This is an optimization exercise on Yosys and OpenROAD, whose aim is small area, not a production implementation.
The RTL was checked by simulation tests, not by an equivalence proof against the original design.
No activity file was given, so power comes from the tool's default toggle rates.

===== flow/run.sh =====
#!/bin/bash
# synth_recipe.tcl (not shown) runs the flow's synth.tcl, then flattens the netlist and writes it again
# the make line also repeats each setting of config.mk as NAME=value (left out here)
make -C /OpenROAD-flow-scripts/flow DESIGN_CONFIG=/design/flow/config.mk WORK_HOME=/design/flow/orfs CLKGATE_MAP_FILE= SYNTH_SCRIPT=/design/flow/synth_recipe.tcl finish

===== flow/config.mk =====
export PLATFORM = sky130hd
export DESIGN_NAME = sd_adc
export DESIGN_NICKNAME = sd_adc
export VERILOG_FILES = /design/flow/design.v
export SDC_FILE = /design/flow/constraint.sdc
export NUM_CORES = 4
export LEC_CHECK = 0
export CAP_MARGIN = 20
export CORE_MARGIN = 2
export CORE_UTILIZATION = 40
export SLEW_MARGIN = 20

===== flow/constraint.sdc =====
create_clock -name core_clock -period 5.0 [get_ports {clk}]
set_input_delay 1.0000 -clock core_clock [delete_from_list [all_inputs] [get_ports {clk}]]
set_output_delay 1.0000 -clock core_clock [all_outputs]
set_load 0.01 [all_outputs]

===== flow/design.v =====
module sd_adc (
    input  bit        clk,
    input  bit        rst,
    input  bit        adc_lvds_pin,
    output bit        adc_fb_pin,
    output bit [15:0] adc_output,
    output bit        adc_valid
);
    bit [7:0]  cnt;
    bit        ena, vld, fb;
    bit [16:0] cacc;
    bit [14:0] racc;
    bit [16:0] xs;
    bit [15:0] yr, zr;
    bit        y16, z16;
    bit [15:0] tr, s3, s2, hr;
    bit        cs, c2, c3, sat_hi, sat_lo;
    bit [2:0]  nb;
    bit        zo;
    wire c255 = (cnt == 8'd255);
    wire c0   = (cnt == 8'd0);
    wire a    = fb & ~(c0 & ~ena);
    wire shift_in = (cnt[7:4] == 4'd0);                  
    wire k16      = (cnt == 8'd16);
    wire wr       = (cnt >= 8'd3)  && (cnt <= 8'd18);    
    wire fix      = (cnt >= 8'd20) && (cnt <= 8'd35);    
    wire ymask    = (nb <= 3'd1);
    wire zmask    = (nb <= 3'd2);
    wire zk = zmask ? 1'b0 : (shift_in ? zr[0] : (k16 ? z16 : 1'b0));
    wire xk = xs[0];
    wire sk = xk ^ zk ^ cs;
    wire cs_n = (xk & zk) | (xk & cs) | (zk & cs);
    wire yj  = ~ymask && (cnt >= 8'd3) && (cnt <= 8'd18) && zr[13];
    wire yj2 = ~ymask && (cnt >= 8'd3) && (cnt <= 8'd16) && zr[15];
    wire t    = yj ^ yj2 ^ c2;
    wire c2_n = (yj & yj2) | (yj & c2) | (yj2 & c2);
    wire ns   = ~sk;
    wire fo   = t ^ ns ^ c3;
    wire c3_n = (t & ns) | (t & c3) | (ns & c3);
    wire tin = wr ? fo : (fix ? (sat_hi | (~sat_lo & tr[0])) : tr[0]);
    always_ff @(posedge clk) begin
        fb  <= adc_lvds_pin;
        ena <= c255;
        vld <= ena;
        cnt <= rst ? 8'd0 : cnt + 8'd1;
        if (rst) begin
            cacc <= '0;
            racc <= '0;
        end else if (c255) begin
            cacc <= {2'b00, racc} + {8'd0, a, 8'd0};
            racc <= '0;
        end else begin
            cacc <= cacc + {9'd0, a ? ~cnt : 8'd0};
            racc <= racc + {7'd0, a ? cnt + 8'd1 : 8'd0};
        end
        if (rst)       nb <= 3'd0;
        else if (c255 && nb != 3'd7) nb <= nb + 3'd1;
        zo <= (nb <= 3'd4);
        xs <= (xs >> 1) | (c255 ? cacc : 17'd0);
        yr <= {shift_in ? xs[0] : yr[0], yr[15:1]};
        zr <= {shift_in ? yr[0] : zr[0], zr[15:1]};
        cs <= c255 ? 1'b0 : cs_n;
        c2 <= (cnt == 8'd2) ? 1'b0 : c2_n;
        c3 <= (cnt == 8'd2) ? 1'b1 : c3_n;
        if (k16) begin
            y16    <= xs[0];
            z16    <= y16;
            sat_hi <= (~ymask & y16) | (xs[0] & ~zmask & z16);
        end
        if (cnt == 8'd19) begin
            sat_hi <= sat_hi | (fo & ~tr[15]);
            sat_lo <= ~sat_hi & fo & tr[15];
        end
        tr <= {tin, tr[15:1]};
        s3 <= {wr ? tr[0] : s3[0], s3[15:1]};
        s2 <= {wr ? s3[0] : s2[0], s2[15:1]};
        hr <= {wr ? s2[0] : hr[0], hr[15:1]};
    end
    assign adc_fb_pin = fb;
    assign adc_valid  = vld;
    assign adc_output = {hr[1:0], hr[15:2]} & {16{~zo}};
endmodule

==> results of run 1 <==
## layout by cell type (no fill, tap or decap), types with 3 or more instances in the layout
cell,synthesis,final
nor2_1,52,52
xnor2_1,12,12
o21a_1,3,3
inv_1,18,18
a21o_1,22,22
or3_1,9,9
nor2b_1,18,18
or4_1,3,3
clkbuf_16,0,17
o21bai_1,4,4
nand4_1,11,11
nor4_1,3,3
dfxtp_1,163,163
a21oi_1,23,23
and2_1,7,7
fa_1,5,5
inv_6,0,3
a31oi_1,5,5
nand2_1,33,33
a311oi_1,4,4
nor3_1,7,7
clkdlybuf4s50_1,0,20
edfxtp_1,4,4
inv_8,0,5
a211oi_1,6,6
o211ai_1,4,4
mux2_2,5,5
buf_4,1,3
o21ai_0,17,17
nand3_1,21,21
ha_1,25,25
xor2_1,10,10
and3_1,5,5
## power by group through the flow
stage | clock network, W | registers (W) | logic, W
finish | 0.00128 | 0.00141 | 0.000173
global route | 0.00136 | 0.00142 | 0.000198
CTS | 0.00131 | 0.00141 | 0.000173
detailed placement | 0 | 0.00144 | 0.000172
global placement | 0 | 0.00144 | 0.000169
floorplan | 0 | 0.00143 | 0.000143
## worst paths after layout
kind                            startpoint  endpoint  slack [ns]  depth (start not counted)
worst min register to register      s3[12]    s3[11]        0.32                          0
worst max register to register      cnt[5]  cacc[14]        1.11                         11
worst min-delay path                s3[12]    s3[11]        0.32                          0
worst max-delay path                cnt[5]  cacc[14]        1.11                         11
## sequential cells by signal, summed over array words and instances (netlist names), 3 cells and up
name / cells
zr: 16
cnt: 8
yr: 16
xs: 17
nb: 3
hr: 16
racc: 15
tr: 16
s3: 16
s2: 16
cacc: 17
## through the flow
| stage | hold WS [ns] | worst slack [ns] | power (W) |
|---|---|---|---|
| after floorplan | 0.310 | 1.70 | 0.00157 |
| after global placement | 0.310 | 1.34 | 0.00161 |
| final | 0.322 | 1.11 | 0.00286 |
| after CTS | 0.324 | 1.16 | 0.00290 |
| after global routing | 0.329 | 0.654 | 0.00298 |
| after detailed placement | 0.312 | 1.16 | 0.00162 |
## cell families (layout without fill, tap and decap cells)
logic type      after synthesis  count (layout)
flops                       167             167
buf+inv                      40              74
compound gates              105             105
xor+xnor                     22              22
fa+ha+maj                    30              30
simple gates                178             178
mux                           5               5
## metal layers
layer	global-route usage, %	routed length (um)
met1	18.9	5100
met3	5.24	453
met4	5.22	148
met5	0	0
met2	22.3	4750
## layout make-up
type	instances	area [um2]
well taps	184	230
flip-flops and latches	167	3380
repair buffers	23	223
multi-input cells	340	2270
clock buffers	17	425
clock inverters	15	160
fillers	1306	7600
inverters	19	71.3
==> summary.txt, run 1 <==
Outcome
  – Status: timing/DRC/antenna clean

Synthesis
  – Post-Syn Instances: 547
  – Synth warn: 1
  – Post-Synth XOR/XNOR Area: 3.31%
  – Post-synthesis mux area share: 0.967%
  – Count of cell types in the netlist: 53
  – Post-Synthesis Cell Area: 5820 um2
  – #FFs+latches synth: 167
  – Synthesized area per cell: 10.6 um2
  – Post-synth EDFFs: 4
  – Syn nets: 580
  – Synth Area in Compound Gates: 12.4%
  – Post-Synth Adder-Cell Area: 7.09%
  – Post-synthesis sequential area ratio: 58.1%
  – Most numerous cell in the Yosys netlist: dfxtp_1
  – Simple-gate portion of the synthesized area: 15.3%
  – Top post-synthesis cells by area: dfxtp_1 56%, ha_1 5.4%, nor2_1 3.4%, a21o_1 2.8%, nand2_1 2.1%
  – Share of the synthesized area in the top cell type: 56.0%
  – Post-synth top cells: 163 x dfxtp_1, 52 x nor2_1, 33 x nand2_1, 25 x ha_1, 23 x a21oi_1
  – Area leader, netlist: dfxtp_1
  – Ys async rst share: 0%
  – Largest family of logic cells by synthesized area: simple AND/OR/NAND/NOR gates
  – Top_reg_cell synth: dfxtp_1

CTS
  – Hold_buf cts: 0
  – Resized Gates After CTS: 0
  – CTS buffer count: 17
  – H-tree Lvls: 4
  – Root Buffer: clkbuf_16
  – CTS tree: built
  – Setup bufs post-CTS: 0
  – Clk slew on worst S/H paths: 0.07 ns
  – Clock sink count: 167
  – Worst skew pair latency: 0.42 ns
  – Clock Path Buffers: 2

Worst setup path
  – Critical Path RT: 5.35 ns
  – Crit Path Category: flip-flop to flip-flop
  – Top Family by Delay on Critical Path: compound AO/OA/AOI/OAI gates
  – Most frequent CP cell: a21oi_1
  – Crit path largest cell delay: 0.63 ns
  – WP data arrival: 4.24 ns
  – CP Buf/Inv Count: 0
  – Setup crit end kind: flip-flop
  – Startpoint Class: flip-flop
  – Cells along the critical path: nor3_1 -> nand2b_1 -> o31ai_4 -> nor2_1 -> ha_1 -> fa_1 -> a21oi_1 -> o21ai_1 -> o22ai_1 -> mux2_2 -> a21oi_1
  – Worst-path maximum fanout: 16
  – Critical path's slowest cell: o31ai_4

Placement
  – Dpl cells: 733
  – Detailed placer's ending HPWL: 7070 um
  – IO buf count: 20
  – GP Congestion: 0.833
  – Placement Cell Area: 6180 um2

STA
  – RSZ-0062 raised after global routing: no
  – Final setup violation count: 0
  – Worst relative slew slack: 51.0%
  – Clk_skew: 0.00623 ns
  – Setup TNS: 0 ns
  – Tcrit/Tclk final: 77.8%
  – Fmax: 257 MHz
  – Final hold violations: 0
  – Worst-Margin Slew: 0.728 ns
  – Final Slew Violations: 0
  – Post-route minimum period: 3.89 ns

Power
  – Combinational power share: 6.0%
  – Leak: 2.81 nW
  – Int Pwr: 0.00217 W
  – Flop pwr share: 49.4%
  – Worst vdd ir: 243 uV
  – Psw: 0.000696 W
  – Clock power share: 44.6%
  – Switching share of power: 24.3%
  – Pwr dens: 423 nW/um2

Floorplan
  – Initial Util: 40.5%
  – Die Ht: 125 um
  – Die area: 15,500 um2
  – Core ar.: 14,400 um2
  – Die Wd: 125 um
  – IO Pins: 21
  – Placement row count: 44

Global routing
  – Vias in the first global route: 3,733
  – Grt total ovfl: 0
  – First-pass GRT wire length: 18,100 um
  – Antenna violations before repair: 0
  – Total GRT Usage: 14.5%
  – Maximum number of pins on one net before global-route repair: 29

Final layout
  – Fin cells: 765
  – Synth-to-Final Area Change: 16.2%
  – Antenna Cells: 0
  – Final Util: 47.1%
  – Nets: 601
  – Share of cells above drive strength 1: 7.57%
  – Design Area, Final: 6760 um2

Routing
  – Detailed-route vias per instance: 4.98
  – 1st-iter DRT viols: 161
  – Pre-Repair DR Iteration Count: 4
  – DRT Wirelength: 10,400 um
  – Wire per inst: 13.7 um
  – Via count: 3,812
  – Routed Antenna Nets: 0
  – DR DRC count: 0

Hold path
  – Hold Crit Class: flip-flop to flip-flop

Job
  – Max Cap Violations: 0
==> inputs of run 2 (changes only) <==
--- a/flow/config.mk
+++ b/flow/config.mk
@@ -10,2 +10,3 @@
 export CORE_UTILIZATION = 40
+export CTS_BUF_LIST = sky130_fd_sc_hd__clkbuf_2 sky130_fd_sc_hd__clkbuf_4 sky130_fd_sc_hd__clkbuf_8
 export SLEW_MARGIN = 20
==> summary.txt, run 2 <==
Outcome
  – Status: timing/DRC/antenna clean

STA
  – Fmax: 258 MHz (+0.39%)
  – Worst relative slew slack: 51.9% (+0.88 points)
  – Final setup violation count: 0 (unchanged)
  – Post-route minimum period: 3.88 ns (-0.0151 ns)
  – Final hold violations: 0 (unchanged)
  – Worst-Margin Slew: 0.715 ns (-0.0130 ns)
  – Final Slew Violations: 0 (unchanged)
  – RSZ-0062 raised after global routing: no
  – Tcrit/Tclk final: 77.5% (-0.30 points)
  – Clk_skew: 0.0105 ns (+0.00429 ns)
  – Setup TNS: 0 ns (unchanged)

CTS
  – Clk slew on worst S/H paths: 0.09 ns (+0.02 ns)
  – Resized Gates After CTS: 0 (unchanged)
  – H-tree Lvls: 4 (unchanged)
  – Clock Path Buffers: 2 (unchanged)
  – CTS tree: built
  – Worst skew pair latency: 0.45 ns (+0.03 ns)
  – Root Buffer: clkbuf_8
  – Clock sink count: 167 (unchanged)
  – Hold_buf cts: 0 (unchanged)
  – Setup bufs post-CTS: 0 (unchanged)
  – CTS buffer count: 17 (unchanged)

Final layout
  – Synth-to-Final Area Change: 12.9%
  – Fillers: 1,323 (+1.3%)
  – Most frequent cells in the layout: 163 x dfxtp_1, 52 x nor2_1, 33 x nand2_1, 25 x ha_1, 23 x a21oi_1
  – Antenna Cells: 0 (unchanged)
  – Final Util: 45.7% (-1.3 points)
  – Share of cells above drive strength 1: 7.57% (unchanged)
  – Biggest regs: cacc x17, xs x17
  – Nets: 601 (unchanged)
  – Most common cell after layout, fill and taps aside: dfxtp_1

Worst setup path
  – Crit path largest cell delay: 0.62 ns (about the same)
  – Cells along the critical path: nor3_1 -> nand2b_1 -> o31ai_4 -> nor2_1 -> ha_1 -> fa_1 -> a21oi_1 -> o21ai_1 -> o22ai_1 -> mux2_2 -> a21oi_1
  – Crit Path Category: flip-flop to flip-flop
  – Most frequent CP cell: a21oi_1
  – Setup crit end kind: flip-flop
  – Critical path's slowest cell: o31ai_4
  – Worst R2R End: cacc[14]
  – Critical Path RT: 5.38 ns (+0.03 ns)
  – Worst-path maximum fanout: 16 (unchanged)
  – Startpoint Class: flip-flop
  – Worst reg2reg startpoint: cnt[5]
  – WP data arrival: 4.25 ns (about the same)
  – FF-to-FF path depth: 11 (unchanged)
  – R2r setup slk: 1.12 ns (+0.02 ns)

Synthesis
  – Post-Synth XOR/XNOR Area: 3.31% (unchanged)
  – Count of cell types in the netlist: 53 (unchanged)
  – Syn nets: 580 (unchanged)
  – Largest family of logic cells by synthesized area: simple AND/OR/NAND/NOR gates
  – Top post-synthesis cells by area: dfxtp_1 56%, ha_1 5.4%, nor2_1 3.4%, a21o_1 2.8%, nand2_1 2.1%
  – Post-synth top cells: 163 x dfxtp_1, 52 x nor2_1, 33 x nand2_1, 25 x ha_1, 23 x a21oi_1
  – Top_reg_cell synth: dfxtp_1
  – Synth Area in Compound Gates: 12.4% (unchanged)
  – #FFs+latches synth: 167 (unchanged)
  – Post-synth EDFFs: 4 (unchanged)
  – Post-synthesis sequential area ratio: 58.1% (unchanged)
  – Post-Syn Instances: 547 (unchanged)
  – Share of the synthesized area in the top cell type: 56.0% (unchanged)
  – Area leader, netlist: dfxtp_1
  – Synthesized area per cell: 10.6 um2 (unchanged)
  – Post-synthesis mux area share: 0.967% (unchanged)
  – Simple-gate portion of the synthesized area: 15.3% (unchanged)
  – Post-Synth Adder-Cell Area: 7.09% (unchanged)
  – Synth warn: 1 (unchanged)
  – Ys async rst share: 0% (unchanged)
  – Post-Synthesis Cell Area: 5820 um2 (unchanged)
  – Most numerous cell in the Yosys netlist: dfxtp_1

Hold path
  – Hold path depth: 0 (unchanged)
  – Hold_sp: s3[12]
  – Hold Crit Class: flip-flop to flip-flop
  – Min-Delay Endpoint: s3[11]

Placement
  – IO buf count: 20 (unchanged)
  – GP Congestion: 0.833 (unchanged)
  – Detailed placer's ending HPWL: 7070 um (unchanged)

Job
  – Max Cap Violations: 0 (unchanged)

Global routing
  – Antenna violations before repair: 0 (unchanged)
  – Maximum number of pins on one net before global-route repair: 29 (unchanged)
  – Vias in the first global route: 3,712 (-0.56%)
  – Grt total ovfl: 0 (unchanged)
  – Total GRT Usage: 14.3% (-0.22 points)
  – First-pass GRT wire length: 17,800 um (-1.3%)

Routing
  – DR DRC count: 0 (unchanged)
  – Wire per inst: 13.5 um (-1.0%)
  – DRT Wirelength: 10,300 um (-1.0%)
  – 1st-iter DRT viols: 146 (-9.3%)
  – Routed Antenna Nets: 0 (unchanged)
  – Via count: 3,782 (-0.79%)
  – Detailed-route vias per instance: 4.94 (-0.79%)
  – Pre-Repair DR Iteration Count: 6 (+2)

Floorplan
  – Initial Util: 40.5% (unchanged)
  – Die Ht: 125 um (unchanged)
  – Core ar.: 14,400 um2 (unchanged)
  – Placement row count: 44 (unchanged)
  – Die Wd: 125 um (unchanged)
  – IO Pins: 21 (unchanged)
  – Die area: 15,500 um2 (unchanged)

Power
  – Pwr dens: 384 nW/um2 (-9.4%)
  – Worst vdd ir: 187 uV (-23%)
  – Leak: 2.73 nW (-3.1%)
run 2: kinds of logic after synthesis:
| family | after synthesis |
|---|---|
| adder cells (fa/ha/maj) | 30 |
| AO/OA/AOI/OAI | 105 |
| AND/OR/NAND/NOR | 178 |
| flip-flops | 167 |
| buffers and inverters | 40 |
| XOR/XNOR | 22 |
| multiplexers | 5 |
run 2: area by class of cell:
class	count	area, um2	area share [%]
Multi-Input combinational cell	340	2270	34.6
Clock inverter	15	160	2.44
Sequential cell	167	3380	51.5
Clock buffer	17	234	3.56
Timing Repair Buffer	23	223	3.39
Tap cell	184	230	3.50
Inverter	19	71.3	1.09
run 2: metal layers:
layer	global-route usage, %	vias up	routed length (um)
li1	-	1943	-
met1	18.7	1763	5020
met2	22.1	60	4730
met3	4.85	16	444
met4	5.02	0	144
met5	0	-	0
run 2: worst max-delay path by stage:
| stage | start | to | slack, ns | cells after the start |
|---|---|---|---|---|
| 2_1_floorplan | cnt[5] | cacc[14] | 1.70 | 13 |
| 3_3_place_gp | cnt[5] | cacc[14] | 1.34 | 11 |
| 3_5_place_dp | cnt[7] | cacc[14] | 1.16 | 11 |
| 4_1_cts | cnt[7] | cacc[14] | 1.15 | 11 |
| 5_1_grt | cnt[7] | cacc[14] | 0.65 | 11 |
| 6_report | cnt[5] | cacc[14] | 1.12 | 11 |
run 2: worst max-delay path: cells and delay by family (launching register included):
family,cells,cell delay [ns]
AO/OA/AOI/OAI,5,1.58
AND/OR/NAND/NOR,3,0.76
adder cells (fa/ha/maj),2,0.67
multiplexers,1,0.40
flip-flops,1,0.38
run 2: metrics by stage:
step	setup slack (ns)	std cells	area, um2	power [W]	hold slack [ns]
after floorplan	1.70	547	5820	0.00157	0.310
after global placement	1.34	733	6180	0.00161	0.310
after detailed placement	1.16	733	6180	0.00162	0.312
after CTS	1.15	765	6570	0.00256	0.329
after global routing	0.647	765	6570	0.00264	0.337
final	1.12	765	6570	0.00252	0.328
run 2: power by group:
group | internal, W | switching, W | total (W)
Combinational | 0.0000753 | 0.0000981 | 0.000173
Sequential | 0.00138 | 0.0000300 | 0.00141
Clock | 0.000416 | 0.000520 | 0.000936
==> inputs of run 3 (changes only) <==
==> flow/design.v (replaced) <==
module sd_adc (
    input  bit        clk,
    input  bit        rst,
    input  bit        adc_lvds_pin,
    output bit        adc_fb_pin,
    output bit [15:0] adc_output,
    output bit        adc_valid
);
    bit [7:0]  cnt;
    bit        ena, vld, fb;
    bit [16:0] cacc;
    bit [14:0] racc;
    bit [16:0] xs;
    bit [15:0] yr, zr;
    bit        y16, z16;
    bit [15:0] tr, s3, s2, hn;
    bit        cs, c2, c3, sat_hi, sat_lo;
    bit        nb0;
    bit        zo;
    wire c255 = (cnt == 8'd255);
    wire c0   = (cnt == 8'd0);
    wire a    = fb & ~(c0 & ~ena);
    wire ar   = a & ~rst;
    wire shift_in = (cnt[7:4] == 4'd0);                  
    wire k16      = (cnt == 8'd16);
    wire wr       = (cnt >= 8'd3)  && (cnt <= 8'd18);    
    wire zk = nb0 ? 1'b0 : (shift_in ? zr[0] : (k16 ? z16 : 1'b0));
    wire xk = xs[0];
    wire sk = xk ^ zk ^ cs;
    wire cs_n = (xk & zk) | (xk & cs) | (zk & cs);
    wire yj  = ~nb0 && (cnt != 8'd19) && zr[13];
    wire yj2 = ~nb0 && (cnt <= 8'd16) && zr[15];
    wire t    = yj ^ yj2 ^ c2;
    wire c2_n = (yj & yj2) | (yj & c2) | (yj2 & c2);
    wire ns   = ~sk;
    wire fo   = t ^ ns ^ c3;
    wire c3_n = (t & ns) | (t & c3) | (ns & c3);
    wire tin = wr ? fo : (sat_hi | (~sat_lo & tr[0]));
    bit [16:0] cbase, cacc_n;
    bit [17:0] cc;
    bit [7:0]  cop, rop;
    bit [14:0] racc_n;
    bit [15:0] rc;
    always_comb begin
        cbase = (c255 | rst) ? {2'b00, racc} : cacc;
        cop   = ar ? ~cnt : 8'd0;
        cc[0] = 1'b0;
        for (int i = 0; i < 8; i++) begin
            cacc_n[i] = cbase[i] ^ cop[i] ^ cc[i];
            cc[i+1]   = (cbase[i] & cop[i]) | (cbase[i] & cc[i]) | (cop[i] & cc[i]);
        end
        cc[8] = cc[8] | (ar & c255);
        for (int i = 8; i < 17; i++) begin
            cacc_n[i] = cbase[i] ^ cc[i];
            cc[i+1]   = cbase[i] & cc[i];
        end
        rop   = a ? cnt : 8'd0;
        rc[0] = a;
        for (int i = 0; i < 8; i++) begin
            racc_n[i] = racc[i] ^ rop[i] ^ rc[i];
            rc[i+1]   = (racc[i] & rop[i]) | (racc[i] & rc[i]) | (rop[i] & rc[i]);
        end
        for (int i = 8; i < 15; i++) begin
            racc_n[i] = racc[i] ^ rc[i];
            rc[i+1]   = racc[i] & rc[i];
        end
    end
    always_ff @(posedge clk) begin
        fb  <= adc_lvds_pin;
        ena <= c255;
        vld <= ena;
        cnt <= rst ? 8'd0 : cnt + 8'd1;
        cacc <= cacc_n;
        racc <= (rst | c255) ? 15'd0 : racc_n;
        nb0 <= rst | (nb0 & ~c255);
        zo  <= nb0;
        xs <= (xs >> 1) | (c255 ? cacc : 17'd0);
        yr <= {shift_in ? xs[0] & ~nb0 : yr[0], yr[15:1]};
        zr <= {shift_in ? yr[0] & ~nb0 : zr[0], zr[15:1]};
        cs <= c255 ? 1'b0 : cs_n;
        c2 <= (cnt == 8'd2) ? 1'b0 : c2_n;
        c3 <= (cnt == 8'd2) ? 1'b1 : c3_n;
        if (k16) begin
            y16    <= xs[0] & ~nb0;
            z16    <= y16 & ~nb0;
            sat_hi <= ~nb0 & (y16 | (xs[0] & z16));
            sat_lo <= 1'b0;
        end
        if (cnt == 8'd19) begin
            sat_hi <= sat_hi | (fo & ~tr[15]);
            sat_lo <= ~sat_hi & fo & tr[15];
        end
        tr <= {tin, tr[15:1]};
        s3 <= {wr ? tr[0] & ~nb0 : s3[0], s3[15:1]};
        s2 <= {wr ? s3[0] & ~nb0 : s2[0], s2[15:1]};
        hn <= {wr ? ~(s2[0] & ~nb0) : hn[0], hn[15:1]};
    end
    assign adc_fb_pin = fb;
    assign adc_valid  = vld;
    assign adc_output = ~({hn[1:0], hn[15:2]} | {16{zo}});
endmodule
==> summary.txt, run 3 <==
Global routing
  – First-pass GRT wire length: 13,400 um (-25%)
  – Vias in the first global route: 2,805 (-24%)
  – Grt total ovfl: 0 (unchanged)
  – Total GRT Usage: 12.7% (-1.6 points)
  – Maximum number of pins on one net before global-route repair: 26 (-10%)
  – Antenna violations before repair: 0 (unchanged)

Routing
  – Detailed-route vias per instance: 4.38 (-11%)
  – Routed Antenna Nets: 0 (unchanged)
  – Wire per inst: 12.6 um (-7.1%)
  – DRT Wirelength: 7840 um (-24%)
  – 1st-iter DRT viols: 148 (+1.4%)
  – DR DRC count: 0 (unchanged)
  – Via count: 2,735 (-28%)
  – Pre-Repair DR Iteration Count: 4 (-2)

CTS
  – Hold_buf cts: 0 (unchanged)
  – CTS tree: built
  – Clk slew on worst S/H paths: 0.09 ns (about the same)
  – Clock sink count: 165 (-1.2%)
  – H-tree Lvls: 4 (unchanged)
  – CTS buffer count: 17 (unchanged)
  – Root Buffer: clkbuf_8
  – Worst skew pair latency: 0.46 ns (about the same)
  – Clock Path Buffers: 2 (unchanged)

Floorplan
  – Die Ht: 117 um (-5.7%)
  – Core ar.: 12,600 um2 (-12%)
  – Placement row count: 41 (-6.8%)
  – Die Wd: 117 um (-5.7%)
  – IO Pins: 21 (unchanged)
  – Initial Util: 40.8% (+0.30 points)
  – Die area: 13,800 um2 (-11%)

STA
  – Clk_skew: 0.00770 ns (-0.00281 ns)
  – Post-route minimum period: 5.14 ns (+1.27 ns)
  – PnR worst setup slack: -0.143 ns (-1.27 ns)
  – Setup TNS: -0.264 ns (-0.264 ns)
  – Final setup violation count: 3 (+3)
  – WHS: 0.331 ns (+0.00349 ns)
  – Tcrit/Tclk final: 103% (+25 points)
  – Worst relative slew slack: 68.9% (+17 points)
  – Fmax: 194 MHz (-25%)
  – Final Slew Violations: 0 (unchanged)
  – Final hold violations: 0 (unchanged)
  – Worst-Margin Slew: 0.466 ns (-0.248 ns)
  – RSZ-0062 raised after global routing: yes

Synthesis
  – Synth warn: 1 (unchanged)
  – Top post-synthesis cells by area: dfxtp_1 63%, fa_1 6.6%, mux2_4 4.7%, ha_1 4.6%, a21o_1 2.6%
  – #FFs+latches synth: 165 (-1.2%)
  – Post-synth EDFFs: 4 (unchanged)
  – Area leader, netlist: dfxtp_1
  – Ys async rst share: 0% (unchanged)
  – Syn nets: 420 (-28%)
  – Most numerous cell in the Yosys netlist: dfxtp_1
  – Post-Syn Instances: 381 (-30%)
  – Post-synth top cells: 161 x dfxtp_1, 35 x nor2_1, 21 x and2_1, 19 x ha_1, 18 x a21o_1
  – Share of the synthesized area in the top cell type: 62.6% (+6.5 points)
  – Top_reg_cell synth: dfxtp_1
  – Count of cell types in the netlist: 41 (-23%)
  – Post-synthesis sequential area ratio: 64.9% (+6.8 points)
  – Post-Synthesis Cell Area: 5150 um2 (-12%)
  – Synthesized area per cell: 13.5 um2 (+27%)

Final layout
  – Nets: 478 (-20%)
  – Fin cells: 624 (-18%)
  – Most common cell after layout, fill and taps aside: dfxtp_1
  – Antenna Cells: 0 (unchanged)
  – Final Util: 50.6% (+4.9 points)
  – Synth-to-Final Area Change: 24.0%
  – Share of cells above drive strength 1: 29.2% (+22 points)
  – Most frequent cells in the layout: 157 x dfxtp_1, 35 x nor2_1, 33 x buf_4, 21 x and2_1, 19 x clkdlybuf4s50_1
  – Biggest regs: cacc x17, xs x17
  – Fillers: 1,101 (-17%)

Power
  – Leak: 2.75 nW (+1.1%)
  – Worst vdd ir: 178 uV (-4.9%)
  – Pwr dens: 392 nW/um2 (+2.2%)

Worst setup path
  – Critical Path RT: 5.36 ns (-0.02 ns)
  – FF-to-FF path depth: 23 (+12)
  – Most frequent CP cell: ha_4
  – Startpoint Class: primary input
  – WP data arrival: 5.50 ns (+1.25 ns)
  – Worst-path maximum fanout: 2 (-14)
  – Crit path largest cell delay: 0.36 ns (-0.26 ns)
  – Cells along the critical path: buf_6 -> a41oi_4 -> mux2_4 -> ha_4 -> inv_2 -> fa_2 -> fa_2 -> inv_2 -> fa_2 -> fa_2 -> fa_2 -> fa_2 -> fa_2 -> a21o_1 -> ha_2 -> ha_4 -> ha_4 -> ha_4 -> ha_4 -> ha_4 -> ha_4 -> ha_4 -> xnor2_1
  – Crit Path Category: primary input to flip-flop
  – Setup crit end kind: flip-flop
  – R2r setup slk: -0.09 ns (-1.21 ns)
  – Worst reg2reg startpoint: cnt[7]
  – Critical path's slowest cell: fa_2
  – Worst R2R End: cacc[16]

Placement
  – Detailed placer's ending HPWL: 5290 um (-25%)
  – Dpl ws: -1.03 ns (-2.19 ns)
  – IO buf count: 20 (unchanged)
  – Dpl cells: 587 (-20%)
  – GP Congestion: 0.767 (-8.0%)

Outcome
  – Status: failed layout checks
  – Layout check failures: negative setup slack

Job
  – Max Cap Violations: 0 (unchanged)

Hold path
  – Hold Crit Class: flip-flop to flip-flop
  – Hold path depth: 0 (unchanged)
  – Min-Delay Endpoint: s2[0]
  – Hold_sp: s2[1]
==> run 3: repair_timing <==
| action | CTS | global route |
|---|---|---|
| setup endpoints to repair | 7 | 5 |
| setup buffers | 3 | 2 |
| gates resized for setup | 12 | 7 |
| pin swaps | 1 | 2 |
| gates cloned | 0 | 0 |
==> run 3: how the worst max path moves through the flow <==
stage          slack [ns]  endpoint  startpoint
5_1_grt             -0.24  cacc[16]      cnt[5]
4_1_cts             -0.13  cacc[16]         rst
3_5_place_dp        -1.03  cacc[16]         rst
2_1_floorplan       -0.53  cacc[16]         rst
6_report            -0.14  cacc[16]         rst
3_3_place_gp        -0.97  cacc[16]         rst
==> run 3: cells by family after synthesis <==
family	synth area share [%]
fa+ha+maj	11.2
buf+inv	2.87
mux	5.46
compound gates	4.91
flops	64.9
xor+xnor	1.53
simple gates	9.13
==> run 3: power by group <==
group          switching, W  leakage, nW  total [W]  internal [W]
clock network      0.000518        0.209   0.000951      0.000432
logic             0.0000564         1.21   0.000122     0.0000657
registers         0.0000396         1.34    0.00143       0.00139
total              0.000615         2.75    0.00251       0.00189
==> run 3: cell type report <==
type                    count  area, um2  share of cell area, %
multi-input cells         186       1900                   29.8
inverters                  15       56.3                  0.881
clock inverters            14        155                   2.43
repair buffers             54        460                   7.21
flip-flops and latches    165       3350                   52.5
well taps                 172        215                   3.37
clock buffers              18        248                   3.88
==> run 3: stage by stage <==
stage	area, um2	total power, W
final	6390	0.00251
after global routing	6390	0.00262
after CTS	6350	0.00254
after detailed placement	5910	0.00158
after global placement	5910	0.00157
after floorplan	5370	0.00153
==> run 3: worst max-delay path: cells and delay by family <==
kind	cells	cell delay [ns]
AOI/OAI and AO/OA	2	0.36
xor gates and xnor gates	1	0.11
adders and majority gates	16	3.49
buffers and inverters	3	0.19
muxes	1	0.34
==> run 3: metal layers <==
metal	vias to the layer above	GRT usage (%)	part of all wire, %
met2	46	18.6	45
met1	1312	15.9	48
met5	-	0	0
li1	1359	-	-
met4	0	6.10	2.1
met3	18	5.67	4.8
==> inputs of run 4 (changes only) <==
==> flow/flow/run.sh (new file) <==
#!/bin/bash
# Own layout flow: the standard ORFS flow (standard.sh), with
#  - CTS without dummy loads and with small clock buffers,
#  - port buffers of the smallest buffer cell,
#  - power recovery (downsizing on paths with slack) after global routing.
# The full output of the flow goes to standard.log in the work folder; ORFS
# keeps each step's own log under orfs/logs.
set -euo pipefail
export CTS_ARGS='-sink_clustering_enable -repair_clock_nets -dont_use_dummy_load -buf_list "sky130_fd_sc_hd__clkbuf_2 sky130_fd_sc_hd__clkbuf_4 sky130_fd_sc_hd__clkbuf_8"'
export BUFFER_PORTS_ARGS='-buffer_cell sky130_fd_sc_hd__buf_1'
export RECOVER_POWER=100
bash standard.sh > standard.log 2>&1
==> flow/standard.sh (new file) <==
#!/bin/bash
# synth_recipe.tcl (not shown) runs the flow's synth.tcl, then flattens the netlist and writes it again
# the make line also repeats each setting of config.mk as NAME=value (left out here)
make -C /OpenROAD-flow-scripts/flow DESIGN_CONFIG=/design/flow/config.mk WORK_HOME=/design/flow/orfs CLKGATE_MAP_FILE= SYNTH_SCRIPT=/design/flow/synth_recipe.tcl "${@:-finish}"
removed: flow/run.sh
==> summary.txt, run 4 <==
Final layout
  – Final Util: 48.1% (-2.5 points)
  – Antenna Cells: 0 (unchanged)
  – Share of cells above drive strength 1: 25.4% (-3.8 points)
  – Most frequent cells in the layout: 158 x dfxtp_1, 34 x nor2_1, 28 x buf_4, 21 x and2_1, 19 x buf_1
  – Most common cell after layout, fill and taps aside: dfxtp_1
  – Biggest regs: cacc x17, xs x17
  – Nets: 474 (-0.84%)
  – Synth-to-Final Area Change: 17.8%
  – Design Area, Final: 6070 um2 (-5.0%)

Routing
  – Routed Antenna Nets: 0 (unchanged)
  – Max Used Layer: met4
  – Detailed-route vias per instance: 4.45 (+1.5%)
  – DR DRC count: 0 (unchanged)
  – 1st-iter DRT viols: 89 (-40%)
  – Pre-Repair DR Iteration Count: 4 (unchanged)
  – Met3 WL post-DR: 324 um (-13%)
  – Wire per inst: 12.4 um (-1.2%)
  – DRT Wirelength: 7510 um (-4.2%)
  – Wire length on met1: 3510 um (-6.9%)
  – Via count: 2,691 (-1.6%)
  – Metal2 WL: 3520 um (-0.14%)

STA
  – WHS: 0.309 ns (-0.0221 ns)
  – Final hold violations: 0 (unchanged)
  – Tcrit/Tclk final: 104% (+1.1 points)
  – Worst-Margin Slew: 0.472 ns (+0.00592 ns)
  – Post-route minimum period: 5.20 ns (+0.0542 ns)
  – RSZ-0062 raised after global routing: yes
  – Final Slew Violations: 0 (unchanged)
  – Final setup violation count: 4 (+1)
  – PnR worst setup slack: -0.197 ns (-0.0542 ns)
  – Fmax: 192 MHz (-1.0%)
  – Worst relative slew slack: 68.5% (-0.40 points)
  – Clk_skew: 0.0266 ns (+0.0189 ns)

Synthesis
  – Post-synthesis sequential area ratio: 64.9% (unchanged)
  – Area leader, netlist: dfxtp_1
  – Syn nets: 420 (unchanged)
  – Post-Syn Instances: 381 (unchanged)
  – Ys async rst share: 0% (unchanged)
  – Post-synth EDFFs: 4 (unchanged)
  – Synthesized area per cell: 13.5 um2 (unchanged)
  – Post-Synthesis Cell Area: 5150 um2 (unchanged)
  – Post-synth top cells: 161 x dfxtp_1, 35 x nor2_1, 21 x and2_1, 19 x ha_1, 18 x a21o_1
  – #FFs+latches synth: 165 (unchanged)
  – Top_reg_cell synth: dfxtp_1
  – Synth warn: 1 (unchanged)
  – Share of the synthesized area in the top cell type: 62.6% (unchanged)
  – Count of cell types in the netlist: 41 (unchanged)
  – Top post-synthesis cells by area: dfxtp_1 63%, fa_1 6.6%, mux2_4 4.7%, ha_1 4.6%, a21o_1 2.6%
  – Most numerous cell in the Yosys netlist: dfxtp_1

CTS
  – Clock sink count: 165 (unchanged)
  – Hold_buf cts: 0 (unchanged)
  – CTS tree: built
  – Clk slew on worst S/H paths: 0.09 ns (about the same)
  – Worst skew pair latency: 0.43 ns (-0.03 ns)
  – Root Buffer: clkbuf_8
  – CTS buffer count: 17 (unchanged)
  – H-tree Lvls: 4 (unchanged)
  – Clock Path Buffers: 2 (unchanged)

Worst setup path
  – WP data arrival: 5.51 ns (about the same)
  – Startpoint Class: primary input
  – Crit Path Category: primary input to flip-flop
  – Critical Path RT: 5.32 ns (-0.04 ns)
  – Worst-path maximum fanout: 2 (unchanged)
  – Setup crit end kind: flip-flop

Outcome
  – Layout check failures: negative setup slack
  – Status: failed layout checks

Global routing
  – First-pass GRT wire length: 12,900 um (-4.1%)
  – Grt total ovfl: 0 (unchanged)
  – Maximum number of pins on one net before global-route repair: 26 (unchanged)
  – Total GRT Usage: 11.9% (-0.74 points)
  – Antenna violations before repair: 0 (unchanged)
  – Vias in the first global route: 2,737 (-2.4%)

Placement
  – Dpl ws: -0.665 ns (+0.367 ns)
  – Placement Cell Area: 5770 um2 (-2.4%)
  – Detailed placer's ending HPWL: 5200 um (-1.6%)
  – GP Congestion: 0.817 (+6.6%)
  – IO buf count: 20 (unchanged)

Floorplan
  – Die Ht: 117 um (unchanged)
  – Initial Util: 40.8% (unchanged)
  – Die area: 13,800 um2 (unchanged)
  – Core ar.: 12,600 um2 (unchanged)
  – Placement row count: 41 (unchanged)
  – Die Wd: 117 um (unchanged)
  – IO Pins: 21 (unchanged)

Power
  – Leak: 2.61 nW (-5.1%)
  – Pwr dens: 366 nW/um2 (-6.8%)
  – Worst vdd ir: 161 uV (-9.8%)

Hold path
  – Hold Crit Class: flip-flop to flip-flop

Job
  – Max Cap Violations: 0 (unchanged)
-- run 4: timing repair --
action	in CTS	in global routing
buffers inserted	2	1
resized for setup	9	5
setup endpoints to repair	4	5
pin swaps	2	2
-- run 4: where the power goes --
group          total [W]  leakage, nW  switching (W)  internal [W]
clock network   0.000671        0.122       0.000372      0.000299
logic           0.000115         1.15      0.0000547     0.0000602
registers        0.00143         1.34      0.0000378       0.00140
total            0.00222         2.61       0.000464       0.00175
-- run 4: logic make-up (layout without fill, tap and decap cells) --
group / after synthesis / count (layout) / share of synthesized area (%)
multiplexers: 20 / 20 / 5.46
AO/OA/AOI/OAI: 32 / 32 / 4.91
XOR/XNOR: 9 / 9 / 1.53
AND/OR/NAND/NOR: 89 / 89 / 9.13
buffers and inverters: 30 / 82 / 2.87
flip-flops: 165 / 165 / 64.9
adder cells (fa/ha/maj): 36 / 36 / 11.2
-- run 4: through the flow --
stage,power (W),cells,TNS [ns]
finish,0.00222,605,-0.445
global route,0.00233,605,-1.05
CTS,0.00225,604,-0.312
detailed placement,0.00157,585,-2.21
global placement,0.00157,585,-1.92
floorplan,0.00153,381,-1.71
-- run 4: final timing paths --
kind         slack [ns]   start       end  depth (start not counted)
max               -0.20     rst  cacc[16]                         23
min                0.31   yr[5]     yr[4]                          0
max reg2reg       -0.12  cnt[1]  cacc[16]                         23
min reg2reg        0.31   yr[5]     yr[4]                          0
-- run 4: final cells by class --
cell class / count / area (um2)
fill: 1154 / 6550
tap: 172 / 215
clock buffer: 17 / 234
multi-input combinational: 186 / 1900
inverter: 15 / 56.3
timing repair buffer: 50 / 312
sequential: 165 / 3350
-- run 4: per-layer routing --
| metal | track usage (%) | vias up |
|---|---|---|
| met3 | 4.55 | 12 |
| met1 | 14.9 | 1302 |
| met5 | 0 | - |
| li1 | - | 1332 |
| met4 | 4.82 | 0 |
| met2 | 18.6 | 45 |
-- run 4: worst max-delay path: stages --
cell,delay [ns]
buf_8,0.10
a41oi_4,0.19
mux2_4,0.34
ha_4,0.16
inv_2,0.05
fa_2,0.19
fa_2,0.19
inv_2,0.04
fa_2,0.33
fa_2,0.35
fa_2,0.35
fa_2,0.35
fa_2,0.33
a21o_1,0.16
ha_2,0.18
ha_4,0.16
ha_4,0.15
ha_4,0.15
ha_4,0.15
ha_4,0.15
ha_4,0.15
ha_4,0.15
xnor2_2,0.12
==> inputs of run 5 (changes only) <==
--- a/flow/design.v
+++ b/flow/design.v
@@ -12,2 +12,3 @@
     bit [14:0] racc;
+    bit        c4, rc4;
     bit [16:0] xs;
@@ -21,4 +22,4 @@
     wire c0   = (cnt == 8'd0);
-    wire a    = fb & ~(c0 & ~ena);
-    wire ar   = a & ~rst;
+    wire first = c0 & ~ena;
+    wire a    = fb & ~first;
     wire shift_in = (cnt[7:4] == 4'd0);                  
@@ -38,30 +39,26 @@
     wire tin = wr ? fo : (sat_hi | (~sat_lo & tr[0]));
-    bit [16:0] cbase, cacc_n;
-    bit [17:0] cc;
+    bit [3:0]  cl, rl, cm, rm;
+    bit        cl_c, rl_c, cm_c, rm_c;
+    bit [16:0] cacc_n;
+    bit [15:0] racc_n;
     bit [7:0]  cop, rop;
-    bit [14:0] racc_n;
-    bit [15:0] rc;
+    function automatic bit [4:0] add4(input bit [3:0] x, input bit [3:0] y, input bit ci);
+        bit [4:0] c;
+        bit [3:0] r;
+        c[0] = ci;
+        for (int i = 0; i < 4; i++) begin
+            r[i]   = x[i] ^ y[i] ^ c[i];
+            c[i+1] = (x[i] & y[i]) | (x[i] & c[i]) | (y[i] & c[i]);
+        end
+        add4 = {c[4], r};
+    endfunction
     always_comb begin
-        cbase = (c255 | rst) ? {2'b00, racc} : cacc;
-        cop   = ar ? ~cnt : 8'd0;
-        cc[0] = 1'b0;
-        for (int i = 0; i < 8; i++) begin
-            cacc_n[i] = cbase[i] ^ cop[i] ^ cc[i];
-            cc[i+1]   = (cbase[i] & cop[i]) | (cbase[i] & cc[i]) | (cop[i] & cc[i]);
-        end
-        cc[8] = cc[8] | (ar & c255);
-        for (int i = 8; i < 17; i++) begin
-            cacc_n[i] = cbase[i] ^ cc[i];
-            cc[i+1]   = cbase[i] & cc[i];
-        end
-        rop   = a ? cnt : 8'd0;
-        rc[0] = a;
-        for (int i = 0; i < 8; i++) begin
-            racc_n[i] = racc[i] ^ rop[i] ^ rc[i];
-            rc[i+1]   = (racc[i] & rop[i]) | (racc[i] & rc[i]) | (rop[i] & rc[i]);
-        end
-        for (int i = 8; i < 15; i++) begin
-            racc_n[i] = racc[i] ^ rc[i];
-            rc[i+1]   = racc[i] & rc[i];
-        end
+        cop = a ? ~cnt : 8'd0;
+        rop = a ? cnt : 8'd0;
+        {cl_c, cl} = add4(cacc[3:0], cop[3:0], 1'b0);
+        {cm_c, cm} = add4(cacc[7:4], cop[7:4], c4);
+        cacc_n = {cacc[16:8] + {8'd0, cm_c}, cm, cl};
+        {rl_c, rl} = add4(racc[3:0], rop[3:0], a);
+        {rm_c, rm} = add4(racc[7:4], rop[7:4], rc4);
+        racc_n = {{1'b0, racc[14:8]} + {7'd0, rm_c}, rm, rl};
     end
@@ -72,7 +69,14 @@
         cnt <= rst ? 8'd0 : cnt + 8'd1;
-        cacc <= cacc_n;
-        racc <= (rst | c255) ? 15'd0 : racc_n;
+        if (c255 | first) begin
+            cacc <= {1'b0, racc_n};
+            c4   <= rl_c;
+        end else begin
+            cacc <= cacc_n;
+            c4   <= cl_c;
+        end
+        racc <= (rst | c255) ? 15'd0 : racc_n[14:0];
+        rc4  <= ~(rst | c255) & rl_c;
         nb0 <= rst | (nb0 & ~c255);
         zo  <= nb0;
-        xs <= (xs >> 1) | (c255 ? cacc : 17'd0);
+        xs <= (xs >> 1) | (c255 ? cacc_n : 17'd0);
         yr <= {shift_in ? xs[0] & ~nb0 : yr[0], yr[15:1]};
==> summary.txt, run 5 <==
Worst setup path
  – Setup crit end kind: flip-flop
  – CP Buf/Inv Count: 0 (-3)
  – Cells along the critical path: nor4_1 -> a41o_1 -> nor2_1 -> ha_1 -> o21bai_1 -> fa_1 -> fa_1 -> fa_1 -> mux2_2
  – Crit path largest cell delay: 0.94 ns (+0.59 ns)
  – Critical Path RT: 5.32 ns (about the same)
  – Most frequent CP cell: fa_1
  – Crit Path Category: flip-flop to flip-flop
  – Critical path's slowest cell: nor4_1
  – Top Family by Delay on Critical Path: adder cells
  – WP data arrival: 4.21 ns (-1.30 ns)
  – R2r setup slk: 1.11 ns (+1.23 ns)
  – Worst-path maximum fanout: 11 (+9)
  – Startpoint Class: flip-flop

STA
  – RSZ-0062 raised after global routing: no
  – Clk_skew: 0.0312 ns (+0.00460 ns)
  – Worst-Margin Slew: 1.09 ns (+0.615 ns)
  – Worst relative slew slack: 26.9% (-42 points)
  – Final setup violation count: 0 (-4)
  – Tcrit/Tclk final: 77.7% (-26 points)
  – Final Slew Violations: 0 (unchanged)
  – Final hold violations: 0 (unchanged)
  – Post-route minimum period: 3.89 ns (-1.31 ns)
  – Fmax: 257 MHz (+34%)
  – Setup TNS: 0 ns (+0.445 ns)
  – WHS: 0.310 ns (+0.00138 ns)

CTS
  – Clk slew on worst S/H paths: 0.09 ns (about the same)
  – Clock sink count: 167 (+1.2%)
  – Setup bufs post-CTS: 0 (-2)
  – Worst skew pair latency: 0.44 ns (about the same)
  – CTS buffer count: 17 (unchanged)
  – CTS tree: built
  – H-tree Lvls: 4 (unchanged)
  – Resized Gates After CTS: 0 (-9)
  – Clock Path Buffers: 2 (unchanged)
  – Hold_buf cts: 0 (unchanged)
  – Root Buffer: clkbuf_8

Synthesis
  – Synth Area in Compound Gates: 4.07% (-0.83 points)
  – Post-synthesis mux area share: 4.62% (-0.84 points)
  – Top post-synthesis cells by area: dfxtp_1 62%, fa_1 6.5%, nor2_1 3.4%, mux2i_1 2.5%, edfxtp_1 2.3%
  – Post-Syn Instances: 414 (+8.7%)
  – Share of the synthesized area in the top cell type: 62.1% (-0.46 points)
  – Syn nets: 443 (+5.5%)
  – #FFs+latches synth: 167 (+1.2%)
  – Post-Synth XOR/XNOR Area: 3.17% (+1.6 points)
  – Synth warn: 1 (unchanged)
  – Post-synth EDFFs: 4 (unchanged)
  – Area leader, netlist: dfxtp_1
  – Synthesized area per cell: 12.7 um2 (-6.1%)
  – Post-Synth Adder-Cell Area: 8.62% (-2.6 points)
  – Count of cell types in the netlist: 48 (+17%)
  – Largest family of logic cells by synthesized area: simple AND/OR/NAND/NOR gates
  – Ys async rst share: 0% (unchanged)
  – Post-synthesis sequential area ratio: 64.4% (-0.50 points)
  – Simple-gate portion of the synthesized area: 11.5% (+2.3 points)
  – Post-synth top cells: 163 x dfxtp_1, 48 x nor2_1, 28 x inv_1, 17 x fa_1
  – Post-Synthesis Cell Area: 5260 um2 (+2.0%)
  – Most numerous cell in the Yosys netlist: dfxtp_1
  – Top_reg_cell synth: dfxtp_1

Global routing
  – First-pass GRT wire length: 13,500 um (+5.1%)
  – Grt total ovfl: 0 (unchanged)
  – Antenna violations before repair: 0 (unchanged)
  – Vias in the first global route: 2,769 (+1.2%)
  – Maximum number of pins on one net before global-route repair: 19 (-27%)
  – Total GRT Usage: 12.5% (+0.59 points)

Routing
  – Detailed-route vias per instance: 4.38 (-1.4%)
  – 1st-iter DRT viols: 142 (+60%)
  – Pre-Repair DR Iteration Count: 4 (unchanged)
  – DR DRC count: 0 (unchanged)
  – Wire per inst: 12.6 um (+1.6%)
  – DRT Wirelength: 7700 um (+2.6%)
  – Routed Antenna Nets: 0 (unchanged)
  – Via count: 2,679 (-0.45%)

Final layout
  – Most frequent cells in the layout: 163 x dfxtp_1, 48 x nor2_1, 28 x inv_1, 19 x buf_1
  – Final Util: 44.4% (-3.7 points)
  – Nets: 470 (-0.84%)
  – Share of cells above drive strength 1: 7.29% (-18 points)
  – Most common cell after layout, fill and taps aside: dfxtp_1
  – Fillers: 1,232 (+6.8%)
  – Antenna Cells: 0 (unchanged)
  – Synth-to-Final Area Change: 7.43%
  – Biggest regs: cacc x17, xs x17
  – Design Area, Final: 5650 um2 (-7.0%)

Power
  – Leak: 2.33 nW (-11%)
  – Pwr dens: 411 nW/um2 (+12%)
  – Total Power: 0.00232 W (+4.6%)
  – Worst vdd ir: 184 uV (+14%)

Outcome
  – Status: timing/DRC/antenna clean

Floorplan
  – Die Wd: 119 um (+0.96%)
  – Placement row count: 41 (unchanged)
  – Die area: 14,100 um2 (+1.9%)
  – Core ar.: 12,700 um2 (+0.81%)
  – Initial Util: 41.3% (+0.48 points)
  – Die Ht: 119 um (+0.96%)
  – IO Pins: 21 (unchanged)

Job
  – Max Cap Violations: 0 (unchanged)

Placement
  – Placement Cell Area: 5460 um2 (-5.4%)
  – IO buf count: 20 (unchanged)
  – GP Congestion: 0.777 (-4.9%)
  – Detailed placer's ending HPWL: 5300 um (+1.9%)

Hold path
  – Hold Crit Class: flip-flop to flip-flop
==> run 5: cell count changes after synthesis, sizes merged, moves of 5 or more <==
cell    previous run  this run
mux2i              3        13
or2                1         6
o21bai             2        12
ha                19         9
a21o              18         6
mux2              17         9
xor2               6        13
and2              21        10
inv               15        28
nor2              36        49
==> run 5: worst paths after layout <==
check,from,to,depth (start not counted)
setup / recovery,cnt[5],cacc[3],9
hold / removal,zr[7],zr[6],0
setup reg to reg,cnt[5],cacc[3],9
hold reg to reg,zr[7],zr[6],0
==> run 5: layout make-up <==
class	count	area (um2)	share of cell area, %
Tap cell	172	215	3.81
Inverter	29	109	1.93
Clock buffer	17	234	4.14
Multi-Input combinational cell	206	1630	28.9
Sequential cell	167	3380	59.9
Timing Repair Buffer	20	75.1	1.33
==> run 5: kinds of logic (layout without fill, tap and decap cells) <==
group / Yosys count / in the layout
compound gates: 30 / 30
xor+xnor: 19 / 19
fa+ha+maj: 26 / 26
buf+inv: 41 / 66
flops: 167 / 167
mux: 22 / 22
simple gates: 109 / 109
==> run 5: through the flow <==
| step | std cells | setup slack (ns) |
|---|---|---|
| finish | 611 | 1.11 |
| global route | 611 | 0.775 |
| floorplan | 414 | 1.56 |
| CTS | 611 | 1.27 |
| detailed placement | 594 | 1.26 |
| global placement | 594 | 1.40 |
==> run 5: report_power, final <==
group / leakage, nW / switching (W) / internal, W
Sequential: 1.36 / 0.0000377 / 0.00142
Clock: 0.122 / 0.000383 / 0.000300
Combinational: 0.847 / 0.0000962 / 0.0000822
Total: 2.33 / 0.000517 / 0.00180
==> run 5: per-layer routing <==
layer	vias to the layer above	track usage [%]	share of wire (%)
met5	-	0	0
met4	0	5.13	1.4
met3	12	4.73	3.8
met2	42	18.5	44
met1	1252	16.4	51
li1	1373	-	-
==> inputs of run 6 (changes only) <==
==> flow/run.sh (new file) <==
#!/bin/bash
# synth_recipe.tcl (not shown) runs the flow's synth.tcl, then flattens the netlist and writes it again
# the make line also repeats each setting of config.mk as NAME=value (left out here)
make -C /OpenROAD-flow-scripts/flow DESIGN_CONFIG=/design/flow/config.mk WORK_HOME=/design/flow/orfs CLKGATE_MAP_FILE= SYNTH_SCRIPT=/design/flow/synth_recipe.tcl finish
removed: flow/flow/run.sh
removed: flow/standard.sh
==> summary.txt, run 6 <==
Global routing
  – Vias in the first global route: 2,794 (+0.90%)
  – Maximum number of pins on one net before global-route repair: 19 (unchanged)
  – Grt total ovfl: 0 (unchanged)
  – Antenna violations before repair: 0 (unchanged)
  – Total GRT Usage: 12.5% (+0.023 points)
  – First-pass GRT wire length: 13,700 um (+1.4%)

Hold path
  – Hold path depth: 0 (unchanged)
  – Hold Crit Class: flip-flop to flip-flop
  – Hold_sp: yr[8]
  – Min-Delay Endpoint: yr[7]

Final layout
  – Nets: 470 (unchanged)
  – Most frequent cells in the layout: 163 x dfxtp_1, 48 x nor2_1, 28 x inv_1, 20 x clkdlybuf4s50_1, 18 x clkbuf_8
  – Antenna Cells: 0 (unchanged)
  – Biggest regs: cacc x17, xs x17
  – Share of cells above drive strength 1: 12.6% (+5.3 points)
  – Most common cell after layout, fill and taps aside: dfxtp_1
  – Fillers: 1,186 (-3.7%)
  – Synth-to-Final Area Change: 14.6%

CTS
  – Resized Gates After CTS: 0 (unchanged)
  – Worst skew pair latency: 0.44 ns (about the same)
  – CTS buffer count: 17 (unchanged)
  – Root Buffer: clkbuf_8
  – Setup bufs post-CTS: 0 (unchanged)
  – CTS tree: built
  – Clk slew on worst S/H paths: 0.09 ns (about the same)
  – Clock Path Buffers: 2 (unchanged)
  – Clock sink count: 167 (unchanged)
  – Hold_buf cts: 0 (unchanged)
  – H-tree Lvls: 4 (unchanged)

Worst setup path
  – FF-to-FF path depth: 13 (+4)
  – Worst-path maximum fanout: 11 (unchanged)
  – Setup crit end kind: flip-flop
  – Worst reg2reg startpoint: cnt[0]
  – WP data arrival: 4.04 ns (-0.17 ns)
  – Worst R2R End: cacc[12]
  – Crit Path Category: flip-flop to flip-flop
  – Startpoint Class: flip-flop
  – R2r setup slk: 1.28 ns (+0.17 ns)
  – Critical Path RT: 5.32 ns (about the same)

Floorplan
  – Die Wd: 119 um (unchanged)
  – Initial Util: 41.3% (unchanged)
  – Placement row count: 41 (unchanged)
  – Die Ht: 119 um (unchanged)
  – Die area: 14,100 um2 (unchanged)
  – Core ar.: 12,700 um2 (unchanged)
  – IO Pins: 21 (unchanged)

Power
  – Int Pwr: 0.00203 W (+12%)
  – Switching share of power: 23.7% (+1.4 points)
  – Flop pwr share: 54.9% (-8.0 points)
  – Pwr dens: 441 nW/um2 (+7.3%)
  – Leak: 2.49 nW (+6.9%)
  – Worst vdd ir: 268 uV (+46%)
  – Psw: 0.000629 W (+22%)
  – Clock power share: 38.2% (+8.8 points)
  – Combinational power share: 6.9% (-0.8 points)

Synthesis
  – Area leader, netlist: dfxtp_1
  – Count of cell types in the netlist: 48 (unchanged)
  – Post-synth top cells: 163 x dfxtp_1, 48 x nor2_1, 28 x inv_1, 17 x fa_1
  – Synthesized area per cell: 12.7 um2 (unchanged)
  – Post-synthesis sequential area ratio: 64.4% (unchanged)
  – #FFs+latches synth: 167 (unchanged)
  – Synth warn: 1 (unchanged)
  – Most numerous cell in the Yosys netlist: dfxtp_1
  – Syn nets: 443 (unchanged)
  – Top post-synthesis cells by area: dfxtp_1 62%, fa_1 6.5%, nor2_1 3.4%, mux2i_1 2.5%, edfxtp_1 2.3%
  – Post-synth EDFFs: 4 (unchanged)
  – Post-Syn Instances: 414 (unchanged)
  – Ys async rst share: 0% (unchanged)
  – Share of the synthesized area in the top cell type: 62.1% (unchanged)
  – Top_reg_cell synth: dfxtp_1
  – Post-Synthesis Cell Area: 5260 um2 (unchanged)

Outcome
  – Status: timing/DRC/antenna clean

Routing
  – Pre-Repair DR Iteration Count: 4 (unchanged)
  – 1st-iter DRT viols: 136 (-4.2%)
  – Routed Antenna Nets: 0 (unchanged)
  – Wire per inst: 12.5 um (-0.53%)
  – Detailed-route vias per instance: 4.42 (+0.85%)
  – DR DRC count: 0 (unchanged)
  – Via count: 2,768 (+3.3%)
  – DRT Wirelength: 7850 um (+1.9%)

STA
  – Fmax: 269 MHz (+4.5%)
  – Final hold violations: 0 (unchanged)
  – Worst relative slew slack: 60.7% (+34 points)
  – Setup TNS: 0 ns (unchanged)
  – Clk_skew: 0.0110 ns (-0.0202 ns)
  – Tcrit/Tclk final: 74.4% (-3.4 points)
  – Post-route minimum period: 3.72 ns (-0.168 ns)
  – Final setup violation count: 0 (unchanged)
  – Final Slew Violations: 0 (unchanged)
  – PnR worst setup slack: 1.28 ns (+0.168 ns)
  – RSZ-0062 raised after global routing: no
  – Worst-Margin Slew: 0.588 ns (-0.499 ns)

Placement
  – IO buf count: 20 (unchanged)
  – Dpl ws: 1.26 ns (-0.00500 ns)
  – GP Congestion: 0.785 (+1.1%)
  – Detailed placer's ending HPWL: 5330 um (+0.55%)

Job
  – Max Cap Violations: 0 (unchanged)
-- run 6: changes by cell type in the layout (fill, tap and decap cells not counted), sizes merged --
cell / delta
buf: -19
bufinv: +3
clkdlybuf4s50: +20
clkinv: +5
clkinvlp: +2
inv: +4
-- run 6: metrics by stage --
step                      instances  total power (W)  cell area (um2)  hold WS, ns  util, %
final                           626          0.00266             6020        0.328     47.3
after global routing            626          0.00279             6020        0.337     47.3
after CTS                       626          0.00269             6020        0.329     47.3
after detailed placement        594          0.00168             5590        0.312     43.9
after global placement          594          0.00167             5590        0.312     43.9
after floorplan                 414          0.00163             5260        0.310        -
-- run 6: cells by family (layout without fill, tap and decap cells) --
| logic type | after synthesis | in the layout | synth area share [%] |
|---|---|---|---|
| flip-flops | 167 | 167 | 64.4 |
| AND/OR/NAND/NOR | 109 | 109 | 11.5 |
| buffers and inverters | 41 | 81 | 3.69 |
| AO/OA/AOI/OAI | 30 | 30 | 4.07 |
| adder cells (fa/ha/maj) | 26 | 26 | 8.62 |
| multiplexers | 22 | 22 | 4.62 |
| XOR/XNOR | 19 | 19 | 3.17 |
-- run 6: final cells by class --
class                           count  area, um2  area share, %
Multi-Input combinational cell    206       1680           27.9
Inverter                           29        109           1.81
Tap cell                          172        215           3.57
Timing Repair Buffer               20        200           3.32
Clock inverter                     14        190           3.16
Clock buffer                       18        248           4.11
Sequential cell                   167       3380           56.2
-- run 6: per-layer routing --
layer | share of wire (%) | track usage [%] | vias up
li1 | - | - | 1386
met1 | 49 | 16.5 | 1331
met2 | 46 | 18.7 | 44
met3 | 3.8 | 4.49 | 7
met4 | 1.1 | 5.21 | 0
met5 | 0 | 0 | -
-- run 6: worst max-delay path: stages (launching register included) --
cell	delay [ns]
dfxtp_1	0.47
inv_1	0.12
ha_1	0.24
a41o_1	0.33
or2_2	0.33
fa_1	0.43
fa_1	0.39
fa_1	0.36
inv_1	0.06
ha_1	0.21
ha_1	0.26
nand3_1	0.11
xor2_1	0.19
mux2i_1	0.10
-- run 6: power groups by stage --
| stage | clock [W] | combinational (W) | sequential, W |
|---|---|---|---|
| floorplan | 0 | 0.000147 | 0.00148 |
| CTS | 0.00104 | 0.000187 | 0.00146 |
| detailed placement | 0 | 0.000184 | 0.00149 |
| global route | 0.00111 | 0.000208 | 0.00147 |
| finish | 0.00101 | 0.000184 | 0.00146 |
| global placement | 0 | 0.000185 | 0.00149 |
-- run 6: worst max path at each step --
stage / start / to / slack (ns)
floorplan: cnt[0] / cacc[12] / 1.56
global placement: cnt[0] / cacc[12] / 1.40
detailed placement: cnt[0] / cacc[12] / 1.26
CTS: cnt[0] / xs[16] / 1.28
global route: cnt[0] / xs[16] / 1.03
finish: cnt[0] / cacc[12] / 1.28
==> inputs of run 7 (changes only) <==
--- a/flow/design.v
+++ b/flow/design.v
@@ -54,2 +54,13 @@
     endfunction
+    function automatic bit [9:0] inc9(input bit [8:0] x, input bit ci);
+        bit [9:0] c;
+        bit [8:0] r;
+        c[0] = ci;
+        for (int i = 0; i < 9; i++) begin
+            r[i]   = x[i] ^ c[i];
+            c[i+1] = x[i] & c[i];
+        end
+        inc9 = {c[9], r};
+    endfunction
+    bit [9:0] ci9, ri9;
     always_comb begin
@@ -59,6 +70,8 @@
         {cm_c, cm} = add4(cacc[7:4], cop[7:4], c4);
-        cacc_n = {cacc[16:8] + {8'd0, cm_c}, cm, cl};
+        ci9 = inc9(cacc[16:8], cm_c);
+        cacc_n = {ci9[8:0], cm, cl};
         {rl_c, rl} = add4(racc[3:0], rop[3:0], a);
         {rm_c, rm} = add4(racc[7:4], rop[7:4], rc4);
-        racc_n = {{1'b0, racc[14:8]} + {7'd0, rm_c}, rm, rl};
+        ri9 = inc9({2'b00, racc[14:8]}, rm_c);
+        racc_n = {ri9[7:0], rm, rl};
     end
==> flow/flow/run.sh (new file) <==
#!/bin/bash
# Own layout flow: the standard ORFS flow (standard.sh), with
#  - CTS without dummy loads, with buf_6 as the clock buffer (same drive
#    as clkbuf_8 at less area),
#  - port buffers of the smallest buffer cell,
#  - power recovery (downsizing on paths with slack) after global routing.
# The full output of the flow goes to standard.log in the work folder; ORFS
# keeps each step's own log under orfs/logs.
set -euo pipefail
export CTS_ARGS='-sink_clustering_enable -repair_clock_nets -dont_use_dummy_load -buf_list sky130_fd_sc_hd__buf_6'
export BUFFER_PORTS_ARGS='-buffer_cell sky130_fd_sc_hd__buf_1'
export RECOVER_POWER=100
bash standard.sh > standard.log 2>&1
==> flow/standard.sh (new file) <==
#!/bin/bash
# synth_recipe.tcl (not shown) runs the flow's synth.tcl, then flattens the netlist and writes it again
# the make line also repeats each setting of config.mk as NAME=value (left out here)
make -C /OpenROAD-flow-scripts/flow DESIGN_CONFIG=/design/flow/config.mk WORK_HOME=/design/flow/orfs CLKGATE_MAP_FILE= SYNTH_SCRIPT=/design/flow/synth_recipe.tcl "${@:-finish}"
--- a/flow/config.mk
+++ b/flow/config.mk
@@ -10,3 +10,2 @@
 export CORE_UTILIZATION = 40
-export CTS_BUF_LIST = sky130_fd_sc_hd__clkbuf_2 sky130_fd_sc_hd__clkbuf_4 sky130_fd_sc_hd__clkbuf_8
 export SLEW_MARGIN = 20
removed: flow/run.sh
==> summary.txt, run 7 <==
Outcome
  – Status: timing/DRC/antenna clean

Synthesis
  – Most numerous cell in the Yosys netlist: dfxtp_1
  – #FFs+latches synth: 167 (unchanged)
  – Synthesized area per cell: 13.2 um2 (+3.6%)
  – Post-synth top cells: 163 x dfxtp_1, 34 x nor2_1, 27 x inv_1, 20 x ha_1, 17 x fa_1
  – Ys async rst share: 0% (unchanged)
  – Share of the synthesized area in the top cell type: 62.7% (+0.57 points)

CTS
  – H-tree Lvls: 4 (unchanged)
  – Resized Gates After CTS: 0 (unchanged)
  – Worst skew pair latency: 0.41 ns (-0.03 ns)
  – Root Buffer: buf_6

Final layout
  – Share of cells above drive strength 1: 8.04% (-4.5 points)
  – Most frequent cells in the layout: 163 x dfxtp_1, 34 x nor2_1, 28 x inv_1, 20 x ha_1, 19 x buf_1
  – Antenna Cells: 0 (unchanged)

Worst setup path
  – WP data arrival: 4.46 ns (+0.42 ns)
  – Crit path largest cell delay: 0.51 ns (+0.04 ns)
  – Setup crit end kind: flip-flop
  – Worst reg2reg startpoint: cnt[3]
  – Critical Path RT: 5.28 ns (-0.04 ns)
  – Critical path's slowest cell: dfxtp_1

Routing
  – DRT Wirelength: 7540 um (-3.9%)
  – 1st-iter DRT viols: 125 (-8.1%)
  – Pre-Repair DR Iteration Count: 4 (unchanged)
  – Via count: 2,654 (-4.1%)
  – Detailed-route vias per instance: 4.46 (+0.88%)

Global routing
  – Antenna violations before repair: 0 (unchanged)
  – GRT Max-Usage Layer: met2
  – Grt total ovfl: 0 (unchanged)
  – Maximum number of pins on one net before global-route repair: 21 (+2)
  – Vias in the first global route: 2,773 (-0.75%)
  – GRT met3 Usage: 4.26% (-0.22 points)

Floorplan
  – Placement row count: 41 (unchanged)
  – Die Wd: 118 um (-0.44%)
  – Die Ht: 118 um (-0.44%)

Power
  – Pwr dens: 409 nW/um2 (-7.4%)
  – Flop pwr share: 64.2% (+9.3 points)
  – Psw: 0.000518 W (-18%)
  – Leak: 2.41 nW (-3.1%)
  – Clock power share: 28.4% (-9.8 points)

STA
  – PnR worst setup slack: 0.825 ns (-0.457 ns)
  – Setup TNS: 0 ns (unchanged)
  – WHS: 0.303 ns (-0.0249 ns)
  – Tcrit/Tclk final: 83.5% (+9.1 points)
  – RSZ-0062 raised after global routing: no
  – Worst-Margin Slew: 1.01 ns (+0.425 ns)
  – Final hold violations: 0 (unchanged)

Hold path
  – Hold Crit Class: flip-flop to flip-flop

Placement
  – Detailed placer's ending HPWL: 5000 um (-6.2%)
  – Dpl ws: 0.709 ns (-0.551 ns)
## run 7: cell count changes in the layout (fill, tap and decap cells not counted), moves of 10 or more
cell	before	now
buf_1	0	19
buf_6	0	17
clkbuf_8	18	0
clkdlybuf4s50_1	20	0
ha_1	9	20
nor2_1	48	34
xor2_1	13	3
## run 7: power groups by stage
stage | Combinational (W) | Clock (W) | Sequential, W
floorplan | 0.000138 | 0 | 0.00148
CTS | 0.000175 | 0.000674 | 0.00147
global placement | 0.000169 | 0 | 0.00149
global route | 0.000196 | 0.000735 | 0.00147
detailed placement | 0.000172 | 0 | 0.00149
finish | 0.000168 | 0.000647 | 0.00146
## run 7: final cells by class
| cell class | instances | area [um2] |
|---|---|---|
| inverter | 28 | 105 |
| fill | 1217 | 7100 |
| tap | 172 | 215 |
| sequential | 167 | 3380 |
| clock buffer | 17 | 191 |
| timing repair buffer | 20 | 75.1 |
| multi-input combinational | 191 | 1610 |
## run 7: worst paths after layout
check,endpoint,depth (start not counted)
max,cacc[15],16
min,s2[4],0
max reg2reg,cacc[15],16
min reg2reg,s2[4],0
## run 7: routing by layer
| metal | vias up | share of wire, % |
|---|---|---|
| met4 | 0 | 0.96 |
| met2 | 42 | 46 |
| met5 | - | 0 |
| met1 | 1267 | 49 |
| met3 | 6 | 3.9 |
| li1 | 1339 | - |
## run 7: kinds of logic after synthesis
logic type	Yosys count	synth area share (%)
and+or+nand+nor	93	10.2
adders and majority gates	37	11.3
DFF	167	65.0
AOI/OAI and AO/OA	35	4.81
buffers and inverters	38	3.36
muxes	20	4.32
xor gates and xnor gates	6	1.01
## run 7: worst max-delay path, delay by kind of cell, from the launching register on
kind            cells  cell delay, ns
mux                 1            0.26
simple gates        2            0.50
fa+ha+maj          11            2.34
buf+inv             1            0.06
compound gates      1            0.39
flops               1            0.51
## run 7: through the flow
| step | instances | power [W] | util [%] | area, um2 |
|---|---|---|---|---|
| final | 595 | 0.00228 | 44.0 | 5580 |
| after CTS | 595 | 0.00231 | 44.3 | 5620 |
| after global placement | 578 | 0.00166 | 42.8 | 5430 |
| after detailed placement | 578 | 0.00166 | 42.8 | 5430 |
| after global routing | 595 | 0.00241 | 44.0 | 5580 |
| after floorplan | 396 | 0.00162 | - | 5210 |

Setup slack of run 7, layout unchanged: 0.825 ns with ideal ports, 0.825 ns with driving cells assumed (clock clkbuf_16, inputs buf_2), 0.825 ns with port delays also shifted by the 0.425 ns mid clock arrival.
